From an optimization exercise on the open Yosys and OpenROAD flow, aimed at small area, a short achievable clock period and few clock cycles per item; shortcuts taken in it are not production practice. The RTL was checked by simulation tests, not by an equivalence proof against the original design.

==> inputs of run a <==
## neural_network
module neural_network
(
    input          clk_i,
    input          rstn_i,
    input   [63:0] data_in_i,
    input          fire_i,
    output  [15:0] prediction_o,
    output         done_o
);
export LEC_CHECK = 0
export ABC_AREA = 1
export CAP_MARGIN = 20
export CORE_MARGIN = 2
export CORE_UTILIZATION = 50
export PLACE_DENSITY = 0.68
export SETUP_SLACK_MARGIN = 1
export SLEW_MARGIN = 20
export SYNTH_MEMORY_MAX_BITS = 65536
create_clock -name core_clock -period 10.0 [get_ports {clk_i}]
standard.sh (not shown) runs the stock make flow with config.mk's settings and CLKGATE_MAP_FILE= SYNTH_SCRIPT=/design/flow/synth_recipe.tcl, a recipe that flattens the netlist after the stock synthesis.
==> flow/flow/run.sh <==
#!/bin/bash
# The standard layout with two changes after the standard synthesis:
#  - the platform's delay cells (clkdlybuf4s*, dlygate4sd*, dlymetal6s*) are
#    added to its don't-use list, so the port buffers that placement inserts
#    are plain buffers rather than delay cells;
#  - sizing may swap a cell for one of another footprint
#    (MATCH_CELL_FOOTPRINT=0; the platform sets 1).
# Each step's output goes to its own log.
set -e
bash standard.sh synth > synth.log 2>&1
DU=$(sed -n '/^export DONT_USE_CELLS/,/^$/p' "$FLOW_HOME/platforms/sky130hd/config.mk" \
     | tr -d '\\' | tr -s ' \n' ' ' | sed 's/export DONT_USE_CELLS += //; s/#.*//')
for c in clkdlybuf4s15_1 clkdlybuf4s15_2 clkdlybuf4s18_1 clkdlybuf4s18_2 \
         clkdlybuf4s25_1 clkdlybuf4s25_2 clkdlybuf4s50_1 clkdlybuf4s50_2 \
         dlygate4sd1_1 dlygate4sd2_1 dlygate4sd3_1 \
         dlymetal6s2s_1 dlymetal6s4s_1 dlymetal6s6s_1; do
    DU="$DU sky130_fd_sc_hd__$c"
done
echo "DONT_USE_CELLS=$DU" > dont_use.log
bash standard.sh "DONT_USE_CELLS=$DU" MATCH_CELL_FOOTPRINT=0 finish > layout.log 2>&1
==> run b (differences from run a) <==
- CORE_UTILIZATION: 50 -> 45
- PLACE_DENSITY: 0.68 -> unset
==> summary of the runs <==
Run a went through all stages and came out clean. Run b finished with timing, DRC and antenna clean. Of run a and run b, run a has the higher non-clock buffer count (gap 23). Against run b, the final area of run a is higher by 2.2%. In count of clock-buffer cells in the layout, run a and run b do not differ.
==> figures <==
quantity	run b	run a
Outcome	timing/DRC/antenna clean	timing/DRC/antenna clean
Final Hold Slack	1340 ps	1410 ps
Dpl hpwl	165000 um	159000 um
Drt via density	5.74	5.95
Fraction of final layout cells with drive strength greater than 1	18.9%	20.9%
Resized cells post-CTS	671	531
Die Span X	327 um	311 um
Crit-path most repeated cell	sky130_fd_sc_hd__nand2_1	sky130_fd_sc_hd__buf_6
Die area	107000 um^2	96600 um^2
Number of inverters outside the clock class in the layout	1087	1088
Testbench counts of run a, summed over its fixed seeds: cycles 2,048, items 2,048.
Testbench counts of run b, summed over its fixed seeds: cycles 2,048, items 2,048.


==> run R <==
neural_network, a different RTL version from the one above (not shown whole).
// neural_network
module neural_network
(
    input          clk_i,
    input          rstn_i,
    input   [63:0] data_in_i,
    input          fire_i,
    output  [15:0] prediction_o,
    output         done_o
);
wire [15:0] x0 = data_in_i[15:0];
wire [15:0] x1 = data_in_i[31:16];
wire [15:0] x2 = data_in_i[47:32];
wire [15:0] x3 = data_in_i[63:48];
wire [14:0] m00, m10, m20, m30, m01, m11, m21, m31;
nn_m643c u_m00 (.a(x0[14:0]), .p(m00));
nn_m7888 u_m10 (.a(x1[14:0]), .p(m10));
nn_m7888 u_m20 (.a(x2[14:0]), .p(m20));
nn_m7888 u_m30 (.a(x3[14:0]), .p(m30));
nn_m76c2 u_m01 (.a(x0[14:0]), .p(m01));
nn_m6e67 u_m11 (.a(x1[14:0]), .p(m11));
nn_m6e67 u_m21 (.a(x2[14:0]), .p(m21));
nn_m6e67 u_m31 (.a(x3[14:0]), .p(m31));
wire [15:0] pa0, pb0, pa1, pb1;
nn_pair u_pa0 (.sa(~x0[15]), .ma(m00), .sb(x1[15]), .mb(m10), .s(pa0));
nn_pair u_pb0 (.sa( x2[15]), .ma(m20), .sb(x3[15]), .mb(m30), .s(pb0));
nn_pair u_pa1 (.sa(~x0[15]), .ma(m01), .sb(x1[15]), .mb(m11), .s(pa1));
nn_pair u_pb1 (.sa( x2[15]), .ma(m21), .sb(x3[15]), .mb(m31), .s(pb1));
reg [15:0] pa0_q, pb0_q, pa1_q, pb1_q;
reg        done_q;
always @(posedge clk_i) begin
    if (fire_i) begin
        pa0_q <= pa0;
        pb0_q <= pb0;
        pa1_q <= pa1;
        pb1_q <= pb1;
    end
end
always @(posedge clk_i or negedge rstn_i) begin
    if (!rstn_i) done_q <= 1'b0;
    else         done_q <= fire_i;
end
wire       h0_pos, h1_pos;
wire [5:0] h0_p, h1_p;
wire [8:0] h0_n, h1_n;
nn_hidx u_h0 (.a(pa0_q), .b(pb0_q), .pos(h0_pos), .p(h0_p), .n(h0_n));
nn_hidx u_h1 (.a(pa1_q), .b(pb1_q), .pos(h1_pos), .p(h1_p), .n(h1_n));
wire [15:0] a0p, a0n;
wire [14:0] t1p, t1n;
nn_tab_a0p u_a0p (.i(h0_p), .o(a0p));
nn_tab_a0n u_a0n (.i(h0_n), .o(a0n));
  ...
==> flow/config.mk <==
export PLATFORM = sky130hd
export DESIGN_NAME = neural_network
export DESIGN_NICKNAME = neural_network
export VERILOG_FILES = /design/flow/design.v
export SDC_FILE = /design/flow/constraint.sdc
export NUM_CORES = 4
export LEC_CHECK = 0
export ABC_AREA = 1
export CAP_MARGIN = 20
export CORE_MARGIN = 2
export CORE_UTILIZATION = 45
export SETUP_SLACK_MARGIN = 0.15
export SLEW_MARGIN = 20
export SYNTH_MEMORY_MAX_BITS = 65536
==> flow/constraint.sdc <==
create_clock -name core_clock -period 10.0 [get_ports {clk_i}]
set_input_delay 2.0000 -clock core_clock [delete_from_list [all_inputs] [get_ports {clk_i}]]
set_output_delay 2.0000 -clock core_clock [all_outputs]
set_load 0.01 [all_outputs]
Scripts as last shown in full above: flow/flow/run.sh
==> inputs of run D, as changes to run R <==
--- a/flow/config.mk
+++ b/flow/config.mk
@@ -8,7 +8,7 @@
 export ABC_AREA = 1
 export CAP_MARGIN = 20
 export CORE_MARGIN = 2
-export CORE_UTILIZATION = 45
-export SETUP_SLACK_MARGIN = 0.15
+export CORE_UTILIZATION = 40
+export SETUP_SLACK_MARGIN = 0.3
 export SLEW_MARGIN = 20
 export SYNTH_MEMORY_MAX_BITS = 65536
==> inputs of run P, as changes to run R <==
--- a/flow/config.mk
+++ b/flow/config.mk
@@ -9,6 +9,6 @@
 export CAP_MARGIN = 20
 export CORE_MARGIN = 2
 export CORE_UTILIZATION = 45
-export SETUP_SLACK_MARGIN = 0.15
+export SETUP_SLACK_MARGIN = 0.6
 export SLEW_MARGIN = 20
 export SYNTH_MEMORY_MAX_BITS = 65536
==> run notes <==
Run status: run P timing/DRC/antenna clean; run R timing/DRC/antenna clean; run D timing/DRC/antenna clean
Via count of the first global-routing pass: run P 49800; run R 49500; run D 49400
Path length in cells of the critical path: run P 44; run R 40; run D 36
Die Ht: run P 317 µm; run R 317 µm; run D 336 µm
Die Area: run P 101000 µm²; run R 101000 µm²; run D 113000 µm²
Min setup slack post-route: run P 745 ps; run R 440 ps; run D 538 ps
Tightest slew margin relative to the limit: run P 31.6%; run R 31.7%; run D 30.9%
Multi-input gate count: run P 5459; run R 5457; run D 5457
Number of antenna violations at the first check in global routing: run P 4; run R 4; run D 3
Count of vias placed by the detailed router: run P 52100; run R 51300; run D 51300
Start point of the critical path: run P pb1_q[3]; run R pb1_q[7]; run D pb0_q[7]
Met1 wire length: run P 76400 µm; run R 75700 µm; run D 76100 µm
Maximum number of pins on one net before global-route repair: run P 44; run R 77; run D 59
Testbench counts of run R, summed over its fixed seeds: cycles 2,048, items 2,048.
Testbench counts of run D, summed over its fixed seeds: cycles 2,048, items 2,048.
Testbench counts of run P, summed over its fixed seeds: cycles 2,048, items 2,048.


==> inputs of build 85 <==
neural_network, a different RTL version from the one above (not shown whole).
==> flow/design.v (excerpt) <==
module neural_network
(
    input          clk_i,
    input          rstn_i,
    input   [63:0] data_in_i,
    input          fire_i,
    output  [15:0] prediction_o,
    output         done_o
);
==> module neural_network, before the edit <==
module neural_network
(
    input          clk_i,
    input          rstn_i,
    input   [63:0] data_in_i,
    input          fire_i,
    output  [15:0] prediction_o,
    output         done_o
);
wire [15:0] x0 = data_in_i[15:0];
wire [15:0] x1 = data_in_i[31:16];
wire [15:0] x2 = data_in_i[47:32];
wire [15:0] x3 = data_in_i[63:48];
wire [14:0] m00, m10, m20, m30, m01, m11, m21, m31;
nn_m643c u_m00 (.a(x0[14:0]), .p(m00));
nn_m7888 u_m10 (.a(x1[14:0]), .p(m10));
nn_m7888 u_m20 (.a(x2[14:0]), .p(m20));
nn_m7888 u_m30 (.a(x3[14:0]), .p(m30));
nn_m76c2 u_m01 (.a(x0[14:0]), .p(m01));
nn_m6e67 u_m11 (.a(x1[14:0]), .p(m11));
nn_m6e67 u_m21 (.a(x2[14:0]), .p(m21));
nn_m6e67 u_m31 (.a(x3[14:0]), .p(m31));
reg [14:0] m00_q, m10_q, m20_q, m30_q, m01_q, m11_q, m21_q, m31_q;
reg [3:0]  xs_q;
reg        v1_q, done_q;
always @(posedge clk_i) begin
    m00_q <= m00;
    m10_q <= m10;
    m20_q <= m20;
    m30_q <= m30;
    m01_q <= m01;
    m11_q <= m11;
    m21_q <= m21;
    m31_q <= m31;
    xs_q  <= {x3[15], x2[15], x1[15], x0[15]};
end
always @(posedge clk_i or negedge rstn_i) begin
    if (!rstn_i) begin
        v1_q   <= 1'b0;
        done_q <= 1'b0;
    end else begin
        v1_q   <= fire_i;
        done_q <= v1_q;
    end
end
wire [15:0] pa0, pb0, pa1, pb1;
nn_pair u_pa0 (.sa(~xs_q[0]), .ma(m00_q), .sb(xs_q[1]), .mb(m10_q), .s(pa0));
nn_pair u_pb0 (.sa( xs_q[2]), .ma(m20_q), .sb(xs_q[3]), .mb(m30_q), .s(pb0));
nn_pair u_pa1 (.sa(~xs_q[0]), .ma(m01_q), .sb(xs_q[1]), .mb(m11_q), .s(pa1));
nn_pair u_pb1 (.sa( xs_q[2]), .ma(m21_q), .sb(xs_q[3]), .mb(m31_q), .s(pb1));
wire       h0_pos, h1_pos;
wire [5:0] h0_p, h1_p;
wire [8:0] h0_n, h1_n;
nn_hidx u_h0 (.a(pa0), .b(pb0), .pos(h0_pos), .p(h0_p), .n(h0_n));
nn_hidx u_h1 (.a(pa1), .b(pb1), .pos(h1_pos), .p(h1_p), .n(h1_n));
wire [15:0] a0p, a0n;
wire [14:0] t1p, t1n;
nn_tab_a0p u_a0p (.i(h0_p), .o(a0p));
nn_tab_a0n u_a0n (.i(h0_n), .o(a0n));
nn_tab_t1p u_t1p (.i(h1_p), .o(t1p));
nn_tab_t1n u_t1n (.i(h1_n), .o(t1n));
wire [15:0] a0 = h0_pos ? a0p : a0n;
wire [14:0] t1 = h1_pos ? t1p : t1n;
reg [15:0] a0_q;
reg [14:0] t1_q;
always @(posedge clk_i) begin
    if (v1_q) begin
        a0_q <= a0;
        t1_q <= t1;
    end
end
wire       o_pos;
wire [8:0] o_p, o_n;
wire [15:0] sigp, sign;
nn_oidx u_o (.a0(a0_q), .t1(t1_q), .pos(o_pos), .p(o_p), .n(o_n));
nn_tab_sigp u_sigp (.i(o_p), .o(sigp));
nn_tab_sign u_sign (.i(o_n), .o(sign));
assign prediction_o = o_pos ? sigp : sign;
assign done_o = done_q;
endmodule
clock: 10.0 ns
lec_check: 0
abc_area: 1
cap_margin: 20
core_margin: 2
core_utilization: 45
setup_slack_margin: 3
slew_margin: 20
synth_memory_max_bits: 65536
run.sh (not shown) runs the stock make flow with config.mk's settings and CLKGATE_MAP_FILE= SYNTH_SCRIPT=/design/flow/synth_recipe.tcl, a recipe that flattens the netlist after the stock synthesis.
Stock flow here: none of the scripts above is used.
==> build 31: changes against build 85 <==
--- a/flow/design.v
+++ b/flow/design.v
@@ -21,37 +21,28 @@
 nn_m6e67 u_m21 (.a(x2[14:0]), .p(m21));
 nn_m6e67 u_m31 (.a(x3[14:0]), .p(m31));
-reg [14:0] m00_q, m10_q, m20_q, m30_q, m01_q, m11_q, m21_q, m31_q;
-reg [3:0]  xs_q;
-reg        v1_q, done_q;
+wire [15:0] pa0, pb0, pa1, pb1;
+nn_pair u_pa0 (.sa(~x0[15]), .ma(m00), .sb(x1[15]), .mb(m10), .s(pa0));
+nn_pair u_pb0 (.sa( x2[15]), .ma(m20), .sb(x3[15]), .mb(m30), .s(pb0));
+nn_pair u_pa1 (.sa(~x0[15]), .ma(m01), .sb(x1[15]), .mb(m11), .s(pa1));
+nn_pair u_pb1 (.sa( x2[15]), .ma(m21), .sb(x3[15]), .mb(m31), .s(pb1));
+reg [15:0] pa0_q, pb0_q, pa1_q, pb1_q;
+reg        done_q;
 always @(posedge clk_i) begin
-    m00_q <= m00;
-    m10_q <= m10;
-    m20_q <= m20;
-    m30_q <= m30;
-    m01_q <= m01;
-    m11_q <= m11;
-    m21_q <= m21;
-    m31_q <= m31;
-    xs_q  <= {x3[15], x2[15], x1[15], x0[15]};
+    if (fire_i) begin
+        pa0_q <= pa0;
+        pb0_q <= pb0;
+        pa1_q <= pa1;
+        pb1_q <= pb1;
+    end
 end
 always @(posedge clk_i or negedge rstn_i) begin
-    if (!rstn_i) begin
-        v1_q   <= 1'b0;
-        done_q <= 1'b0;
-    end else begin
-        v1_q   <= fire_i;
-        done_q <= v1_q;
-    end
+    if (!rstn_i) done_q <= 1'b0;
+    else         done_q <= fire_i;
 end
-wire [15:0] pa0, pb0, pa1, pb1;
-nn_pair u_pa0 (.sa(~xs_q[0]), .ma(m00_q), .sb(xs_q[1]), .mb(m10_q), .s(pa0));
-nn_pair u_pb0 (.sa( xs_q[2]), .ma(m20_q), .sb(xs_q[3]), .mb(m30_q), .s(pb0));
-nn_pair u_pa1 (.sa(~xs_q[0]), .ma(m01_q), .sb(xs_q[1]), .mb(m11_q), .s(pa1));
-nn_pair u_pb1 (.sa( xs_q[2]), .ma(m21_q), .sb(xs_q[3]), .mb(m31_q), .s(pb1));
 wire       h0_pos, h1_pos;
 wire [5:0] h0_p, h1_p;
 wire [8:0] h0_n, h1_n;
-nn_hidx u_h0 (.a(pa0), .b(pb0), .pos(h0_pos), .p(h0_p), .n(h0_n));
-nn_hidx u_h1 (.a(pa1), .b(pb1), .pos(h1_pos), .p(h1_p), .n(h1_n));
+nn_hidx u_h0 (.a(pa0_q), .b(pb0_q), .pos(h0_pos), .p(h0_p), .n(h0_n));
+nn_hidx u_h1 (.a(pa1_q), .b(pb1_q), .pos(h1_pos), .p(h1_p), .n(h1_n));
 wire [15:0] a0p, a0n;
 wire [14:0] t1p, t1n;
@@ -62,16 +53,8 @@
 wire [15:0] a0 = h0_pos ? a0p : a0n;
 wire [14:0] t1 = h1_pos ? t1p : t1n;
-reg [15:0] a0_q;
-reg [14:0] t1_q;
-always @(posedge clk_i) begin
-    if (v1_q) begin
-        a0_q <= a0;
-        t1_q <= t1;
-    end
-end
 wire       o_pos;
 wire [8:0] o_p, o_n;
 wire [15:0] sigp, sign;
-nn_oidx u_o (.a0(a0_q), .t1(t1_q), .pos(o_pos), .p(o_p), .n(o_n));
+nn_oidx u_o (.a0(a0), .t1(t1), .pos(o_pos), .p(o_p), .n(o_n));
 nn_tab_sigp u_sigp (.i(o_p), .o(sigp));
 nn_tab_sign u_sign (.i(o_n), .o(sign));
==> flow/flow/run.sh (new file) <==
#!/bin/bash
# The standard layout with two changes after the standard synthesis:
#  - the platform's delay cells (clkdlybuf4s*, dlygate4sd*, dlymetal6s*) are
#    added to its don't-use list, so the port buffers that placement inserts
#    are plain buffers rather than delay cells;
#  - sizing may swap a cell for one of another footprint
#    (MATCH_CELL_FOOTPRINT=0; the platform sets 1).
# Each step's output goes to its own log.
set -e
bash standard.sh synth > synth.log 2>&1
DU=$(sed -n '/^export DONT_USE_CELLS/,/^$/p' "$FLOW_HOME/platforms/sky130hd/config.mk" \
     | tr -d '\\' | tr -s ' \n' ' ' | sed 's/export DONT_USE_CELLS += //; s/#.*//')
for c in clkdlybuf4s15_1 clkdlybuf4s15_2 clkdlybuf4s18_1 clkdlybuf4s18_2 \
         clkdlybuf4s25_1 clkdlybuf4s25_2 clkdlybuf4s50_1 clkdlybuf4s50_2 \
         dlygate4sd1_1 dlygate4sd2_1 dlygate4sd3_1 \
         dlymetal6s2s_1 dlymetal6s4s_1 dlymetal6s6s_1; do
    DU="$DU sky130_fd_sc_hd__$c"
done
echo "DONT_USE_CELLS=$DU" > dont_use.log
bash standard.sh "DONT_USE_CELLS=$DU" MATCH_CELL_FOOTPRINT=0 finish > layout.log 2>&1
==> flow/standard.sh (new file) <==
#!/bin/bash
# synth_recipe.tcl (not shown) runs the flow's synth.tcl, then flattens the netlist and writes it again
# the make line also repeats each setting of config.mk as NAME=value (left out here)
make -C /OpenROAD-flow-scripts/flow DESIGN_CONFIG=/design/flow/config.mk WORK_HOME=/design/flow/orfs CLKGATE_MAP_FILE= SYNTH_SCRIPT=/design/flow/synth_recipe.tcl "${@:-finish}"
Settings changed: CORE_UTILIZATION 45 to 60, PLACE_DENSITY set to 0.75, SETUP_SLACK_MARGIN 3 to 1.
removed: flow/run.sh
==> trial 98: changes against build 85 <==
--- a/flow/design.v
+++ b/flow/design.v
@@ -21,37 +21,28 @@
 nn_m6e67 u_m21 (.a(x2[14:0]), .p(m21));
 nn_m6e67 u_m31 (.a(x3[14:0]), .p(m31));
-reg [14:0] m00_q, m10_q, m20_q, m30_q, m01_q, m11_q, m21_q, m31_q;
-reg [3:0]  xs_q;
-reg        v1_q, done_q;
+wire [15:0] pa0, pb0, pa1, pb1;
+nn_pair u_pa0 (.sa(~x0[15]), .ma(m00), .sb(x1[15]), .mb(m10), .s(pa0));
+nn_pair u_pb0 (.sa( x2[15]), .ma(m20), .sb(x3[15]), .mb(m30), .s(pb0));
+nn_pair u_pa1 (.sa(~x0[15]), .ma(m01), .sb(x1[15]), .mb(m11), .s(pa1));
+nn_pair u_pb1 (.sa( x2[15]), .ma(m21), .sb(x3[15]), .mb(m31), .s(pb1));
+reg [15:0] pa0_q, pb0_q, pa1_q, pb1_q;
+reg        done_q;
 always @(posedge clk_i) begin
-    m00_q <= m00;
-    m10_q <= m10;
-    m20_q <= m20;
-    m30_q <= m30;
-    m01_q <= m01;
-    m11_q <= m11;
-    m21_q <= m21;
-    m31_q <= m31;
-    xs_q  <= {x3[15], x2[15], x1[15], x0[15]};
+    if (fire_i) begin
+        pa0_q <= pa0;
+        pb0_q <= pb0;
+        pa1_q <= pa1;
+        pb1_q <= pb1;
+    end
 end
 always @(posedge clk_i or negedge rstn_i) begin
-    if (!rstn_i) begin
-        v1_q   <= 1'b0;
-        done_q <= 1'b0;
-    end else begin
-        v1_q   <= fire_i;
-        done_q <= v1_q;
-    end
+    if (!rstn_i) done_q <= 1'b0;
+    else         done_q <= fire_i;
 end
-wire [15:0] pa0, pb0, pa1, pb1;
-nn_pair u_pa0 (.sa(~xs_q[0]), .ma(m00_q), .sb(xs_q[1]), .mb(m10_q), .s(pa0));
-nn_pair u_pb0 (.sa( xs_q[2]), .ma(m20_q), .sb(xs_q[3]), .mb(m30_q), .s(pb0));
-nn_pair u_pa1 (.sa(~xs_q[0]), .ma(m01_q), .sb(xs_q[1]), .mb(m11_q), .s(pa1));
-nn_pair u_pb1 (.sa( xs_q[2]), .ma(m21_q), .sb(xs_q[3]), .mb(m31_q), .s(pb1));
 wire       h0_pos, h1_pos;
 wire [5:0] h0_p, h1_p;
 wire [8:0] h0_n, h1_n;
-nn_hidx u_h0 (.a(pa0), .b(pb0), .pos(h0_pos), .p(h0_p), .n(h0_n));
-nn_hidx u_h1 (.a(pa1), .b(pb1), .pos(h1_pos), .p(h1_p), .n(h1_n));
+nn_hidx u_h0 (.a(pa0_q), .b(pb0_q), .pos(h0_pos), .p(h0_p), .n(h0_n));
+nn_hidx u_h1 (.a(pa1_q), .b(pb1_q), .pos(h1_pos), .p(h1_p), .n(h1_n));
 wire [15:0] a0p, a0n;
 wire [14:0] t1p, t1n;
@@ -62,16 +53,8 @@
 wire [15:0] a0 = h0_pos ? a0p : a0n;
 wire [14:0] t1 = h1_pos ? t1p : t1n;
-reg [15:0] a0_q;
-reg [14:0] t1_q;
-always @(posedge clk_i) begin
-    if (v1_q) begin
-        a0_q <= a0;
-        t1_q <= t1;
-    end
-end
 wire       o_pos;
 wire [8:0] o_p, o_n;
 wire [15:0] sigp, sign;
-nn_oidx u_o (.a0(a0_q), .t1(t1_q), .pos(o_pos), .p(o_p), .n(o_n));
+nn_oidx u_o (.a0(a0), .t1(t1), .pos(o_pos), .p(o_p), .n(o_n));
 nn_tab_sigp u_sigp (.i(o_p), .o(sigp));
 nn_tab_sign u_sign (.i(o_n), .o(sign));
==> flow/flow/run.sh (new file) <==
#!/bin/bash
# The standard layout with two changes after the standard synthesis:
#  - the platform's delay cells (clkdlybuf4s*, dlygate4sd*, dlymetal6s*) are
#    added to its don't-use list, so the port buffers that placement inserts
#    are plain buffers rather than delay cells;
#  - sizing may swap a cell for one of another footprint
#    (MATCH_CELL_FOOTPRINT=0; the platform sets 1).
# Each step's output goes to its own log.
set -e
bash standard.sh synth > synth.log 2>&1
DU=$(sed -n '/^export DONT_USE_CELLS/,/^$/p' "$FLOW_HOME/platforms/sky130hd/config.mk" \
     | tr -d '\\' | tr -s ' \n' ' ' | sed 's/export DONT_USE_CELLS += //; s/#.*//')
for c in clkdlybuf4s15_1 clkdlybuf4s15_2 clkdlybuf4s18_1 clkdlybuf4s18_2 \
         clkdlybuf4s25_1 clkdlybuf4s25_2 clkdlybuf4s50_1 clkdlybuf4s50_2 \
         dlygate4sd1_1 dlygate4sd2_1 dlygate4sd3_1 \
         dlymetal6s2s_1 dlymetal6s4s_1 dlymetal6s6s_1; do
    DU="$DU sky130_fd_sc_hd__$c"
done
echo "DONT_USE_CELLS=$DU" > dont_use.log
bash standard.sh "DONT_USE_CELLS=$DU" MATCH_CELL_FOOTPRINT=0 finish > layout.log 2>&1
==> flow/standard.sh (new file) <==
#!/bin/bash
# synth_recipe.tcl (not shown) runs the flow's synth.tcl, then flattens the netlist and writes it again
# the make line also repeats each setting of config.mk as NAME=value (left out here)
make -C /OpenROAD-flow-scripts/flow DESIGN_CONFIG=/design/flow/config.mk WORK_HOME=/design/flow/orfs CLKGATE_MAP_FILE= SYNTH_SCRIPT=/design/flow/synth_recipe.tcl "${@:-finish}"
Settings changed: SETUP_SLACK_MARGIN 3 to 0.6.
removed: flow/run.sh
==> out/qor.csv <==
stage,metric,value,unit
placement,dpl cells,8907,
die,initial core utilization,60.67,%
synthesis,Post-Synthesis Cells,7189,
run_status,error msg,[ERROR GRT-0116] Global routing finished with congestion. Check the congestion regions in the DRC Viewer.,
clock_network,total CTS buffers,9,
global_routing,pin count of the biggest net entering global routing,57,
die,chip width,284.1,um
synthesis,Main synth FF type,edfxtp_1,
run_status,status,stopped before the end,
run_status,Fail Step,5_1_grt,
Source of the figures above: build 31

==> out/qor.csv <==
stage,metric,value,unit
placement,dpl cells,9507,
die,initial core utilization,45.41,%
synthesis,Post-Synthesis Cells,8142,
die,chip width,341.1,um
run_status,status,timing/DRC/antenna clean,
global_routing,pin count of the biggest net entering global routing,84,
Source of the figures above: build 85

==> out/qor.csv <==
stage,metric,value,unit
synthesis,Post-Synthesis Cells,7189,
run_status,status,timing/DRC/antenna clean,
placement,dpl cells,9402,
clock_network,total CTS buffers,9,
global_routing,pin count of the biggest net entering global routing,56,
Source of the figures above: trial 98

Testbench counts of build 85, summed over its fixed seeds: cycles 4,096, items 2,048.
Testbench counts of build 31, summed over its fixed seeds: cycles 2,048, items 2,048.
Testbench counts of trial 98, summed over its fixed seeds: cycles 2,048, items 2,048.

[afterwards: timing with drivers on the ports]
How much do the figures lean on ideal ports? The routed layouts below were timed once more, with nothing changed but the port constraints.
Step 1 sets driving cells, clkbuf_16 on the clock port and buf_2 on the other inputs (assumed; they add their load-dependent delay and slew).
Step 2 times the ports against the registers' clock, not the clock port: input delays grow and output delays shrink by t, the midpoint of the rising clock arrivals with the driver on.
Slacks: no drivers / after step 1 / after step 2; pairs: no drivers / after step 1.
run	shift t [ns]	setup WS [ns]	latest minus earliest clock arrival (ns)
run a	0.391	0.767 / 0.723 / 1.052	0.007 / 0.007
run b	0.421	0.673 / 0.624 / 1.045	0.054 / 0.053
run R	0.400	0.440 / 0.392 / 0.587	0.006 / 0.006
run D	0.394	0.538 / 0.486 / 0.589	0.012 / 0.012
run P	0.398	0.745 / 0.697 / 0.816	0.005 / 0.006
build 85	0.549	3.161 / 3.088 / 2.796	0.018 / 0.018
trial 98	0.420	0.683 / 0.634 / 0.845	0.053 / 0.053
After both steps setup and hold are still met in every run listed. For build 85, which loses most, drivers alone change the setup slack by -0.073 ns; drivers and shift together by -0.365 ns.
